This is an optimization exercise on Yosys and OpenROAD, whose aim is small area and few clock cycles, not a production implementation. Function was checked by simulation only, so behaviour that the tests miss may differ from the original.

<file path="flow/design.v">
module HAMMING_IP #(parameter IP_BIT = 5
) (
    IN_code,
    OUT_code
);
input [IP_BIT+4-1:0]  IN_code;
output reg [IP_BIT-1:0] OUT_code;
genvar a,b,c,d,e;
integer i,j,k,l,m,n;
wire [3:0] end_xor_ord [ IP_BIT + 4 - 1 :0];
reg  [IP_BIT+4-1:0] CR_code;  
generate
    for ( a = 0; a < IP_BIT + 4 ; a = a + 1) begin : decoder_xor
        wire [3:0] temp_xor;
        assign temp_xor = ( IN_code [(IP_BIT+4-1) - a]) ? a[3:0]+ 4'd1 : 'd0;
        if ( a == 0 ) begin
            assign end_xor_ord[0] [3:0] = temp_xor;
        end
        else begin
            assign end_xor_ord[a] [3:0] = end_xor_ord[a-1] ^ temp_xor;
        end
    end
endgenerate
always @(*) begin
    CR_code = IN_code;
    CR_code [IP_BIT + 4 - end_xor_ord[IP_BIT + 4 - 1] ]=  ! IN_code [IP_BIT + 4 - end_xor_ord[IP_BIT + 4 - 1]];
end
always @(*) begin
    for ( i = IP_BIT -1 ; i>= 0 ; i = i - 1)begin
        if ( i == IP_BIT -1 )
            OUT_code[i] = CR_code [ (i - 2) + 4 ];
        else if (  i <= (IP_BIT -2)  & i >= (IP_BIT -4))
            OUT_code[i] = CR_code [ (i - 3) + 4 ];
        else
            OUT_code[i] = CR_code [ (i - 4) + 4 ];
    end
end
endmodule
module MDC(
    clk,
	rst_n,
	in_valid,
    in_data,
	in_mode,
    out_valid,
	out_data
);
input clk, rst_n, in_valid;
input [8:0] in_mode;
input [14:0] in_data;
output reg out_valid;
output reg [206:0] out_data;
parameter   IN_2CLK = 0,
            DET2    = 1,
            DET3    = 2,
            DET4    = 3;
genvar a,b,c,d,e;
integer i,j,k,l,m,n;
reg  n_out_valid;
reg  [206:0] n_out_data;
reg  [1:0] cs, ns;
reg  det2_end, det3_end, det4_end,end_signal, end_signal_delay;
reg  [4:0]  cnt64;
reg  [8:0]  in_mode_reg;
reg  [14:0] in_data_reg;
wire [4:0]  deHAM_mode;
wire [10:0] CR_code;
reg signed [10:0] CR_code_reg [0:15];
reg  [206:0] out_data_bkg_reg;
reg  [206:0] det_out;
reg ctl;
reg add_ctl;
reg [10:0] A11;
reg [22:0] B22;
reg [10:0] C11;
reg [22:0] D22;
reg [33:0] B22_Temp_reg;
wire [33:0] sum;
wire signed [44:0] rod_down_ab_add_c;
reg  signed [10:0] rod_down_a ;
reg  signed [33:0] rod_down_b ;
reg  signed [44:0] rod_down_c ;
wire signed [44:0] rod_down_ab;
wire  ctl_ab_add_c;
assign  rod_down_ab = rod_down_a * rod_down_b;
assign ctl_ab_add_c = cnt64 == 'd13 | cnt64 =='d17;
add_sub_49 add_sub_49 (
    .in1(rod_down_c), .in2(rod_down_ab), .ctl(ctl_ab_add_c), .sum(rod_down_ab_add_c)
);
always @(posedge clk or negedge rst_n) begin
    if (!rst_n)
        cs <= IN_2CLK;
    else
        cs <= ns;
end
always @(*) begin
    case (cs)
        IN_2CLK:if ( !in_valid) ns = IN_2CLK;
                else
                begin
                    case (deHAM_mode)
                        'b00100: ns = DET2;
                        'b00110: ns = DET3;
                        'b10110: ns = DET4;
                        default: ns = IN_2CLK;
                    endcase
                end
        DET2   : ns = ( det2_end )? IN_2CLK : DET2 ;
        DET3   : ns = ( det3_end )? IN_2CLK : DET3 ;
        DET4   : ns = ( det4_end )? IN_2CLK : DET4 ;
    endcase
end
HAMMING_IP  #( .IP_BIT(5)) in_mode_HAMMING(
    .IN_code(in_mode),
    .OUT_code(deHAM_mode)
);
always @(*) begin
    det2_end = (cs == DET2) & cnt64 == 'd16 ;
    det3_end = (cs == DET3) & cnt64 == 'd17 ;
    det4_end = (cs == DET4) & cnt64 == 'd19 ;   
    end_signal = det2_end | det3_end | det4_end;
end
always @( posedge clk or negedge rst_n) begin
    if (!rst_n)
        end_signal_delay <= 'd0;
    else
        end_signal_delay <= end_signal;
end
always @( posedge clk or negedge rst_n) begin
    if (!rst_n)
        for (i=0;i<=15;i=i+1)
            CR_code_reg[i] <= 'd0;
    else if (  (cs == DET4) & in_valid)
        begin
            CR_code_reg[7] <= CR_code;
            for ( j=0 ; j<7 ; j=j+1)
                CR_code_reg [j] <=  CR_code_reg [j+1];
        end
    else if ((in_valid | ( cnt64 == 'd16 | cnt64 =='d17 )) & cs != DET4 ) begin
        CR_code_reg[7] <= CR_code;
        for ( j=0 ; j<7 ; j=j+1)
            CR_code_reg [j] <=  CR_code_reg [j+1];
    end
end
always @( posedge clk or negedge rst_n) begin
    if (!rst_n)
        cnt64 <= 'd0;
    else if ( det2_end | det3_end |det4_end)
        cnt64 <= 'd0;
    else if (in_valid | cnt64 != 'd0 )
        cnt64 <= cnt64 + 'd1;
end
always @( posedge clk or negedge rst_n) begin
    if (!rst_n)
        in_mode_reg <= 'd0;
    else if (in_valid & cnt64 == 'd0)
        in_mode_reg <= in_mode;
end
always @( posedge clk or negedge rst_n) begin
    if (!rst_n)
        in_data_reg <= 'd0;
    else if (in_valid )
        in_data_reg <= in_data;
end
HAMMING_IP  #( .IP_BIT(11)) HAMMING_IP(
    .IN_code (in_data),
    .OUT_code(CR_code)
);
wire [22:0] det2x2_c_outA, det2x2_c_outB, det2x2_c_outC, det2x2_c_outA_plus;
det2x2_A det2x2_c_A (.in_A(CR_code_reg[0]),.in_B(CR_code_reg[1]),.in_C(CR_code_reg[4]),.in_D(CR_code_reg[5]),.DetOut2x2(det2x2_c_outA) );
det2x2_A det2x2_c_B (.in_A(CR_code_reg[0]),.in_B(CR_code_reg[2]),.in_C(CR_code_reg[4]),.in_D(CR_code_reg[6]),.DetOut2x2(det2x2_c_outB) );
det2x2_A det2x2_c_C (.in_A(CR_code_reg[0]),.in_B(CR_code_reg[3]),.in_C(CR_code_reg[4]),.in_D(CR_code_reg[7]),.DetOut2x2(det2x2_c_outC) );
det2x2_A det2x2_c_A_plus (.in_A(CR_code_reg[2]),.in_B(CR_code_reg[3]),.in_C(CR_code_reg[6]),.in_D(CR_code_reg[7]),.DetOut2x2(det2x2_c_outA_plus) );
always @( posedge clk or negedge rst_n) begin
    if (!rst_n) out_data_bkg_reg <= 'd0;
    else begin
        case (cs)
            IN_2CLK :;
            DET2    :
                        if (cnt64 >= 'd6 & cnt64 <= 'd116 & cnt64 != 'd9 & cnt64 != 'd13) begin
                            out_data_bkg_reg [22:0   ] <= det2x2_c_outA_plus        ;
                            out_data_bkg_reg [45:23  ] <= out_data_bkg_reg [22:0   ];
                            out_data_bkg_reg [68:46  ] <= out_data_bkg_reg [45:23  ];
                            out_data_bkg_reg [91:69  ] <= out_data_bkg_reg [68:46  ];
                            out_data_bkg_reg [114:92 ] <= out_data_bkg_reg [91:69  ];
                            out_data_bkg_reg [137:115] <= out_data_bkg_reg [114:92 ];
                            out_data_bkg_reg [160:138] <= out_data_bkg_reg [137:115];
                            out_data_bkg_reg [183:161] <= out_data_bkg_reg [160:138];
                            out_data_bkg_reg [206:184] <= out_data_bkg_reg [183:161];
                        end
            DET3    :   begin
                        if (cnt64 >= 'd8 & cnt64 <= 'd14 & cnt64 != 'd11 ) begin   
                            out_data_bkg_reg [114:92 ] <= det2x2_c_outA             ;
                            out_data_bkg_reg [137:115] <= out_data_bkg_reg [114:92 ];
                            out_data_bkg_reg [160:138] <= out_data_bkg_reg [137:115];
                            out_data_bkg_reg [183:161] <= out_data_bkg_reg [160:138];
                            out_data_bkg_reg [206:184] <= out_data_bkg_reg [183:161];
                        end
                        if (cnt64 >= 'd8 & cnt64 <= 'd13 & cnt64 != 'd10 & cnt64 != 'd11) begin
                            out_data_bkg_reg [22:0   ] <= det2x2_c_outB             ;
                            out_data_bkg_reg [45:23  ] <= out_data_bkg_reg [22:0   ];
                            out_data_bkg_reg [68:46  ] <= out_data_bkg_reg [45:23  ];
                            out_data_bkg_reg [91:69  ] <= out_data_bkg_reg [68:46  ];
                        end
                        end
            DET4    :begin
                        if (cnt64 >= 'd8 & cnt64 <= 'd10) begin   
                            out_data_bkg_reg [114:92 ] <= det2x2_c_outA             ;
                            out_data_bkg_reg [137:115] <= out_data_bkg_reg [114:92 ];
                            out_data_bkg_reg [160:138] <= out_data_bkg_reg [137:115];
                        end
                        if (cnt64 >= 'd8 & cnt64 <= 'd13 & cnt64 != 'd10 & cnt64 != 'd11) begin
                            out_data_bkg_reg [22:0   ] <= det2x2_c_outB             ;
                            out_data_bkg_reg [45:23  ] <= out_data_bkg_reg [22:0   ];
                            out_data_bkg_reg [68:46  ] <= out_data_bkg_reg [45:23  ];
                            out_data_bkg_reg [91:69  ] <= out_data_bkg_reg [68:46  ];
                        end
                        if (cnt64 == 'd8)
                            out_data_bkg_reg [183:161] <= det2x2_c_outC;
                    end
            default:;
        endcase
    end
end
always @( posedge clk or negedge rst_n) begin
    if (!rst_n) det_out <= 'd0;
    else if ( end_signal_delay) det_out <= 'd0;
    else begin
        case (cs)
            IN_2CLK :;
            DET2    :
                        if (cnt64 >= 'd6 & cnt64 <= 'd116 & cnt64 != 'd9 & cnt64 != 'd13) begin
                            det_out [22:0   ] <= det2x2_c_outA_plus    ;
                            det_out [45:23  ] <= det_out [22:0   ];
                            det_out [68:46  ] <= det_out [45:23  ];
                            det_out [91:69  ] <= det_out [68:46  ];
                            det_out [114:92 ] <= det_out [91:69  ];
                            det_out [137:115] <= det_out [114:92 ];
                            det_out [160:138] <= det_out [137:115];
                            det_out [183:161] <= det_out [160:138];
                            det_out [206:184] <= det_out [183:161];
                        end
            DET3    :   begin
                            if (cnt64 == 'd11 | cnt64 == 'd13 | cnt64 == 'd15 | cnt64 == 'd17) begin
                                det_out [50:0   ] <= {{17{sum[33]}},sum}   ;
                                det_out [101:51 ] <= det_out [50:0   ];
                                det_out [152:102] <= det_out [101:51 ];
                                det_out [203:153] <= det_out [152:102];
                            end
                        end
            DET4    :   begin
                            if ( cnt64 == 'd13 | cnt64 == 'd15 | cnt64 == 'd17 ) begin
                                det_out [44:0   ] <= rod_down_ab_add_c ;
                            end
                            if ( cnt64 == 'd19) begin
                                det_out  <= {{162{rod_down_ab_add_c[44]}},rod_down_ab_add_c} ;
                            end
                        end
            default:;
        endcase
    end
end
det_ord_down det_ord_down (
    .ctl,   
    .add_ctl, 
    .A11(A11),
    .B22(B22),
    .C11(C11),
    .D22(D22),
    .Temp(B22_Temp_reg),
    .sum(sum)
);
always @(*) begin
    if (cs == DET3) begin
        ctl = !cnt64[0];
        add_ctl = cnt64[0];
    end
    else begin
        ctl = cnt64[0];
        add_ctl = !cnt64[0];
    end
end
always @(*) begin
    case (cs)
        DET3:begin
            case (cnt64)
                10: A11 = CR_code_reg[6];
                11: A11 = CR_code_reg[7];
                12: A11 = CR_code_reg[5];
                13: A11 = CR_code_reg[6];
                14: A11 = CR_code_reg[6];
                15: A11 = CR_code_reg[7];
                16: A11 = CR_code_reg[5];
                17: A11 = CR_code_reg[6];
                default:A11 = 'd0;
            endcase
        end
        DET4: begin
            case (cnt64)
                11: A11 = CR_code_reg[6];
                12: A11 = CR_code_reg[7];
                13: A11 = CR_code_reg[3];
                14: A11 = CR_code_reg[5];
                15: A11 = CR_code_reg[1];
                16: A11 = CR_code_reg[3];
                17: A11 = CR_code_reg[0];
                18: A11 = CR_code_reg[2];
                default:A11 = 'd0;
            endcase
        end
        default: A11 = 'd0;
    endcase
end
always @(*) begin
    case (cs)
        DET3:begin
            case (cnt64)
                10: C11 = CR_code_reg[7];
                11: C11 = CR_code_reg[7];
                12: C11 = CR_code_reg[6];
                13: C11 = CR_code_reg[6];
                14: C11 = CR_code_reg[7];
                15: C11 = CR_code_reg[7];
                16: C11 = CR_code_reg[6];
                17: C11 = CR_code_reg[7];
                default:C11 = 'd0;
            endcase
        end
        DET4: begin
            case (cnt64)
                11: C11 = CR_code_reg[7];
                12: C11 = CR_code_reg[7];
                13: C11 = CR_code_reg[5];
                14: C11 = CR_code_reg[5];
                15: C11 = CR_code_reg[2];
                16: C11 = CR_code_reg[3];
                17: C11 = CR_code_reg[1];
                18: C11 = CR_code_reg[1];
                default:C11 = 'd0;
            endcase
        end
        default: C11 = 'd0;
    endcase
end
always @(*) begin
    case (cs)
        DET3:begin
            case (cnt64)
                10: B22 = out_data_bkg_reg [114:92 ];
                11: B22 = out_data_bkg_reg [160:138];
                12: B22 = out_data_bkg_reg [114:92 ];
                13: B22 = out_data_bkg_reg [160:138];
                14: B22 = out_data_bkg_reg [114:92 ];
                15: B22 = out_data_bkg_reg [160:138];
                16: B22 = out_data_bkg_reg [114:92 ];
                17: B22 = out_data_bkg_reg [137:115];
                default:B22 = 'd0;
            endcase
        end
        DET4: begin
            case (cnt64)
                11: B22 = out_data_bkg_reg [114:92 ];
                12: B22 = out_data_bkg_reg [137:115];
                13: B22 = out_data_bkg_reg [114:92 ];
                14: B22 = out_data_bkg_reg [91:69  ];
                15: B22 = out_data_bkg_reg [68:46  ];
                16: B22 = out_data_bkg_reg [160:138];
                17: B22 = out_data_bkg_reg [137:115];
                18: B22 = out_data_bkg_reg [160:138];
                default:B22 = 'd0;
            endcase
        end
        default :B22 = 'd0;
    endcase
end
always @(*) begin
    case (cs)
        DET3:begin
            case (cnt64)
                10: D22 = out_data_bkg_reg [45:23  ];
                11: D22 = out_data_bkg_reg [45:23  ];
                12: D22 = out_data_bkg_reg [22:0   ];
                13: D22 = out_data_bkg_reg [22:0   ];
                14: D22 = out_data_bkg_reg [45:23  ];
                15: D22 = out_data_bkg_reg [45:23  ];
                16: D22 = out_data_bkg_reg [22:0   ];
                17: D22 = out_data_bkg_reg [22:0   ];
                default:D22 = 'd0;
            endcase
        end
        DET4: begin
            case (cnt64)
                11: D22 = out_data_bkg_reg [22:0   ];
                12: D22 = out_data_bkg_reg [22:0   ];
                13: D22 = out_data_bkg_reg [183:161];
                14: D22 = out_data_bkg_reg [183:161];
                15: D22 = out_data_bkg_reg [183:161];
                16: D22 = out_data_bkg_reg [183:161];
                17: D22 = out_data_bkg_reg [91:69  ];
                18: D22 = out_data_bkg_reg [91:69  ];
                default:D22 = 'd0;
            endcase
        end
        default: D22 = 'd0;
    endcase
end
always @( posedge clk or negedge rst_n) begin
    if (!rst_n) B22_Temp_reg <= 'd0;
    else B22_Temp_reg <= sum;
end
always @(*) begin
    case (cnt64)
        13:rod_down_a =CR_code_reg[7];
        15:rod_down_a =CR_code_reg[6];
        17:rod_down_a =CR_code_reg[6];
        19:rod_down_a =CR_code_reg[7];
        default: rod_down_a = 'd0;
    endcase
end
always @(*) begin
        rod_down_b =B22_Temp_reg;
end
always @(*) begin
    case (cnt64)
        13:rod_down_c = 'd0;
        15:rod_down_c =det_out[44:0];
        17:rod_down_c =det_out[44:0];   
        19:rod_down_c =det_out[44:0];
        default: rod_down_c = 'd0;
    endcase
end
always @( posedge clk or negedge rst_n) begin
    if (!rst_n) out_valid <= 'd0;
    else out_valid <= n_out_valid;
end
always @(*) begin
    n_out_valid = end_signal;
end
always @(*) begin
    out_data = det_out & {207{out_valid}};
end
endmodule
module add_sub_36 (
    in1,in2,ctl,sum
);
parameter wordlength = 34;
input [wordlength-1:0] in1,in2;
input ctl;
output [wordlength-1:0] sum;
reg [wordlength-1:0] sum;
always @(in1 or in2 or ctl)begin
    if (ctl == 0)
        sum = in1 + in2;
    else
        sum = in1 - in2;
end
endmodule
module add_sub_49 (
    in1,in2,ctl,sum
);
parameter wordlength = 45;
input [wordlength-1:0] in1,in2;
input ctl;
output [wordlength-1:0] sum;
reg [wordlength-1:0] sum;
always @(in1 or in2 or ctl)begin
    if (ctl == 0)
        sum = in1 + in2;
    else
        sum = in1 - in2;
end
endmodule
module det2x2_A (
    input signed [10:0] in_A,
    input signed [10:0] in_B,
    input signed [10:0] in_C,
    input signed [10:0] in_D,
    output signed [22:0] DetOut2x2
);
    wire signed [22:0] A,B;
    assign A = in_A*in_D;
    assign B = in_B*in_C;
    assign DetOut2x2 = in_A*in_D-in_B*in_C;
endmodule
module det_ord_down (
    input  signed ctl,   
    input  signed add_ctl,
    input  signed [10:0] A11,
    input  signed [22:0] B22,
    input  signed [10:0] C11,
    input  signed [22:0] D22,
    input  signed [33:0] Temp,
    output signed [33:0] sum
);
    wire signed [33:0] in1, in2;
    wire signed [33:0] C11D22;
    assign C11D22 = C11*D22;
    assign in1 = A11*B22;
    assign in2 = (add_ctl) ? Temp : C11D22 ;
    add_sub_36 add_sub_36(.in1(in1), .in2(in2), .ctl(ctl), .sum(sum));
endmodule
</file>
<file path="flow/run.sh">
#!/bin/bash
# synth_recipe.tcl (not shown) runs the flow's synth.tcl, then flattens the netlist and writes it again
# the make line also repeats each setting of config.mk as NAME=value (left out here)
make -C /OpenROAD-flow-scripts/flow DESIGN_CONFIG=/design/flow/config.mk WORK_HOME=/design/flow/orfs CLKGATE_MAP_FILE= SYNTH_SCRIPT=/design/flow/synth_recipe.tcl finish
</file>
<file path="flow/config.mk">
export PLATFORM = sky130hd
export DESIGN_NAME = MDC
export DESIGN_NICKNAME = MDC
export VERILOG_FILES = /design/flow/design.v
export SDC_FILE = /design/flow/constraint.sdc
export NUM_CORES = 4
export LEC_CHECK = 0
export CAP_MARGIN = 20
export CORE_MARGIN = 2
export CORE_UTILIZATION = 40
export SLEW_MARGIN = 20
</file>
<file path="flow/constraint.sdc">
create_clock -name core_clock -period 16.0 [get_ports {clk}]
set_input_delay 3.2000 -clock core_clock [delete_from_list [all_inputs] [get_ports {clk}]]
set_output_delay 3.2000 -clock core_clock [all_outputs]
set_load 0.01 [all_outputs]
</file>
==> flow_metrics.env <==
export IMPL_status="finished clean"
export IMPL_synth_top_family_by_area="adder cells"
export IMPL_rsz0062_at_grt="false"
export IMPL_clockBufferDepth=3
export IMPL_post_cts_buffers=0
export IMPL_drc_errors=0
export IMPL_numCtsBuffers=67
export IMPL_crit_buf_inv=6
export IMPL_synth_edf_count=0
export IMPL_wirelength_um=349000
export IMPL_die_area_um2=261000
export IMPL_skew_ps=53.5
export IMPL_cts_root_buf="clkbuf_16"
export IMPL_synthCells=11580
export IMPL_row_count=186
export IMPL_grt_max_degree=303
export IMPL_die_height_um=511
export IMPL_crit_path_start="cnt64[0]"
export IMPL_routed_via_density=5.55
export IMPL_synthAdderAreaFrac_pct=44.6
export IMPL_syn_nets=14145
export IMPL_syn_to_final_growth_pct=7.93
export IMPL_cts_tree="done"
export IMPL_ctsHoldBuffers=0
export IMPL_crit_type="reg -> reg"
export IMPL_hold_viol_final=0
export IMPL_setup_viol=0
export IMPL_drv_slew=0
export IMPL_crit_top_cell="fa_1"
export IMPL_synth_top_cell_area_share_pct=36.6
export IMPL_ys_ff_latch=521
export IMPL_drive_above_1_share_pct=4.99
export IMPL_first_global_vias=86946
export IMPL_critPathLaunchType="flip-flop"
export IMPL_critPathTopFamily="compound AO/OA/AOI/OAI gates"
export IMPL_finish_utilization_pct=43.3
export IMPL_start_util_pct=40.1
export IMPL_arrival_ps=14370
export IMPL_synth_top_area_cell="fa_1"
export IMPL_crit_cells=39
export IMPL_track_usage_pct=26.7
export IMPL_clock_sinks=521
export IMPL_ios=235
export IMPL_finalCritPeriodShare_pct=86.4
export IMPL_clk_pin_slew_ps=60
export IMPL_async_flop_share_pct=100
export IMPL_ant_nets=0
export IMPL_tightest_slew_ps=1200
export IMPL_post_route_min_period_ps=13830
export IMPL_die_w_um=511
export IMPL_reg2reg_to="det_out[135]"
export IMPL_tns_ps=0
export IMPL_cp_end_kind="flip-flop"
export IMPL_postSynthAreaPerCell_um2=8.88
export IMPL_synth_compound_area_share_pct=10.6
export IMPL_core_region_area_um2=256000
export IMPL_synth_mux_area_share_pct=1.90
export IMPL_area_sequential_um2=13100
export IMPL_synth_area_um2=103000
export IMPL_post_dp_hpwl_um=272000
export IMPL_synth_cell_types=105
export IMPL_dominantRegCellSynth="dfrtp_1"
export IMPL_synth_seq_area_share_pct=12.7
export IMPL_crit_slowest_cell="a22o_1"
export IMPL_r2r_start="cnt64[0]"
export IMPL_synth_area_top_cells="fa_1, dfrtp_1, ha_1, inv_1, and2_1"
export IMPL_max_slew_margin_rel_pct=20.1
export IMPL_drtIter0Drc=8239
export IMPL_synthXorXnorAreaFrac_pct=3.49
export IMPL_multi_input_area_um2=80500
export IMPL_fillerInstances=25012
export IMPL_antenna_found_initial=16
export IMPL_cpPeakStageDelay_ps=760
export IMPL_clk_latency_ps=720
export IMPL_yosysWarnings=7
export IMPL_reg2reg_depth=39
export IMPL_endpoint="det_out[135]"
export IMPL_fin_nets=13981
export IMPL_largest_reg_flops=207
export IMPL_portBuffers=234
export IMPL_cp_required_ps=16540
export IMPL_crit_fanout=48
export IMPL_grt_pass1_wl_um=536000
export IMPL_dr_pass1_iters=13
export IMPL_fmax_ghz=0.0723
export IMPL_r2r_slack_ps=2170
export IMPL_gr_total_overflow=0
export IMPL_synthSimpleGateAreaFrac_pct=17.4
export IMPL_num_vias=82463
export IMPL_gp_congestion=0.945
export IMPL_avgRoutedWirePerCell_um=23.5
export IMPL_htreeDepth=3
export IMPL_cts_resized_gates=0
export IMPL_drv_cap=0
export IMPL_hold_class="reg -> reg"
## worst min path at each step
stage	depth (start not counted)	end	slack, ps	start
2_1_floorplan	2	det_out[204]	440	det_out[204]
3_3_place_gp	2	CR_code_reg[7][0]	470	CR_code_reg[7][0]
3_5_place_dp	2	det_out[205]	470	det_out[205]
4_1_cts	2	det_out[205]	480	det_out[205]
5_1_grt	2	out_data_bkg_reg[41]	520	out_data_bkg_reg[41]
6_report	2	det_out[205]	470	det_out[205]
## cell families (layout without fill, tap and decap cells)
group	after synthesis	count (layout)
AO/OA/AOI/OAI	1672	1672
XOR/XNOR	406	406
adder cells (fa/ha/maj)	2538	2538
buffers and inverters	2536	2422
flip-flops	521	521
multiplexers	175	175
other	0	4
AND/OR/NAND/NOR	3732	3732
## synthesized netlist by cell type (all sizes together), types with 27 or more instances
cell type / instances
a22oi: 64
a221oi: 30
xor2: 121
or2: 48
a21oi: 529
a31oi: 56
nand3: 67
a211oi: 52
clkbuf: 608
dfrtp: 521
nor2b: 86
mux2: 128
a21o: 97
nand2: 1510
xnor2: 284
nor2: 638
fa: 1878
o21ai: 321
and3: 39
or3: 27
nand2b: 113
o21a: 46
mux2i: 44
inv: 1868
buf: 58
ha: 660
o31ai: 39
a222oi: 111
o22ai: 94
o21bai: 44
nor3: 144
and2: 958
## per-layer routing
layer,global-route usage [%],vias to the layer above,share of wire [%]
li1,-,36085,-
met1,34.9,42104,40
met2,42.5,3606,45
met3,6.14,662,9.3
met4,11.5,6,5.1
met5,0.0913,-,0.015
## stage by stage
step	instance area (um^2)	instances	worst slack, ps	hold WS (ps)
final	111000	14854	2170	474
after global routing	111000	14851	1450	518
after CTS	111000	14850	2180	476
after detailed placement	109000	14731	2190	465
after global placement	109000	14730	2430	466
after floorplan	103000	11580	5570	441
## placed cells by master, fill, tap and decap left out, drive strengths merged, types with 56 or more instances in the layout
cell / n
and2: 958
buf: 200
a31oi: 56
nor2: 638
xor2: 121
nand2b: 113
a21o: 97
clkbuf: 97
o21ai: 321
fa: 1878
a22oi: 64
nor2b: 86
mux2: 128
clkdlybuf4s50: 233
dfrtp: 521
o22ai: 94
nand3: 67
ha: 660
a222oi: 111
nand2: 1510
nor3: 144
a21oi: 529
xnor2: 284
inv: 1872
## final cells by class
| cell class | instances | area share, % |
|---|---|---|
| flip-flops and latches | 521 | 11.8 |
| diodes | 4 | 0.00902 |
| clock buffers | 97 | 1.80 |
| repair buffers | 433 | 3.50 |
| clock inverters | 22 | 0.254 |
| inverters | 1870 | 6.33 |
| well taps | 3384 | 3.82 |
| multi-input cells | 8523 | 72.5 |
## worst reg2reg max path, delay by kind of cell (launching register included)
kind / cells / cell delay, ps
compound gates: 12 / 4120
flops: 1 / 600
fa+ha+maj: 9 / 3770
simple gates: 8 / 2530
buf+inv: 6 / 1690
xor+xnor: 4 / 980
Testbench counts, summed over its fixed seeds: cycles 13,073.

[static timing again, ports no longer ideal]
The flow's constraints put no driver on any port. The routed layout listed below was extracted and timed again, unchanged, in two steps.
Step 1 (the two cells are an assumption about what drives the block):
set clk [get_ports {clk}]
set_driving_cell -lib_cell sky130_fd_sc_hd__clkbuf_16 $clk
set_driving_cell -lib_cell sky130_fd_sc_hd__buf_2 [delete_from_list [all_inputs] $clk]
Step 2 also shifts input and output timing later by t, the mid clock arrival at the registers, as if the neighbouring blocks saw the same clock.
Three values: no drivers, after step 1, after step 2; two values: the first two.
t (ns): 0.790
setup slack, ns: 2.174 / 2.174 / 2.174
hold WS [ns]: 0.474 / 0.474 / 0.474
worst register clock-pin slew, ns: 0.07 / 0.07
After both steps this run still meets setup and hold. The setup slack of this run moves by 0.000 ns with the drivers and by 0.000 ns with both steps.
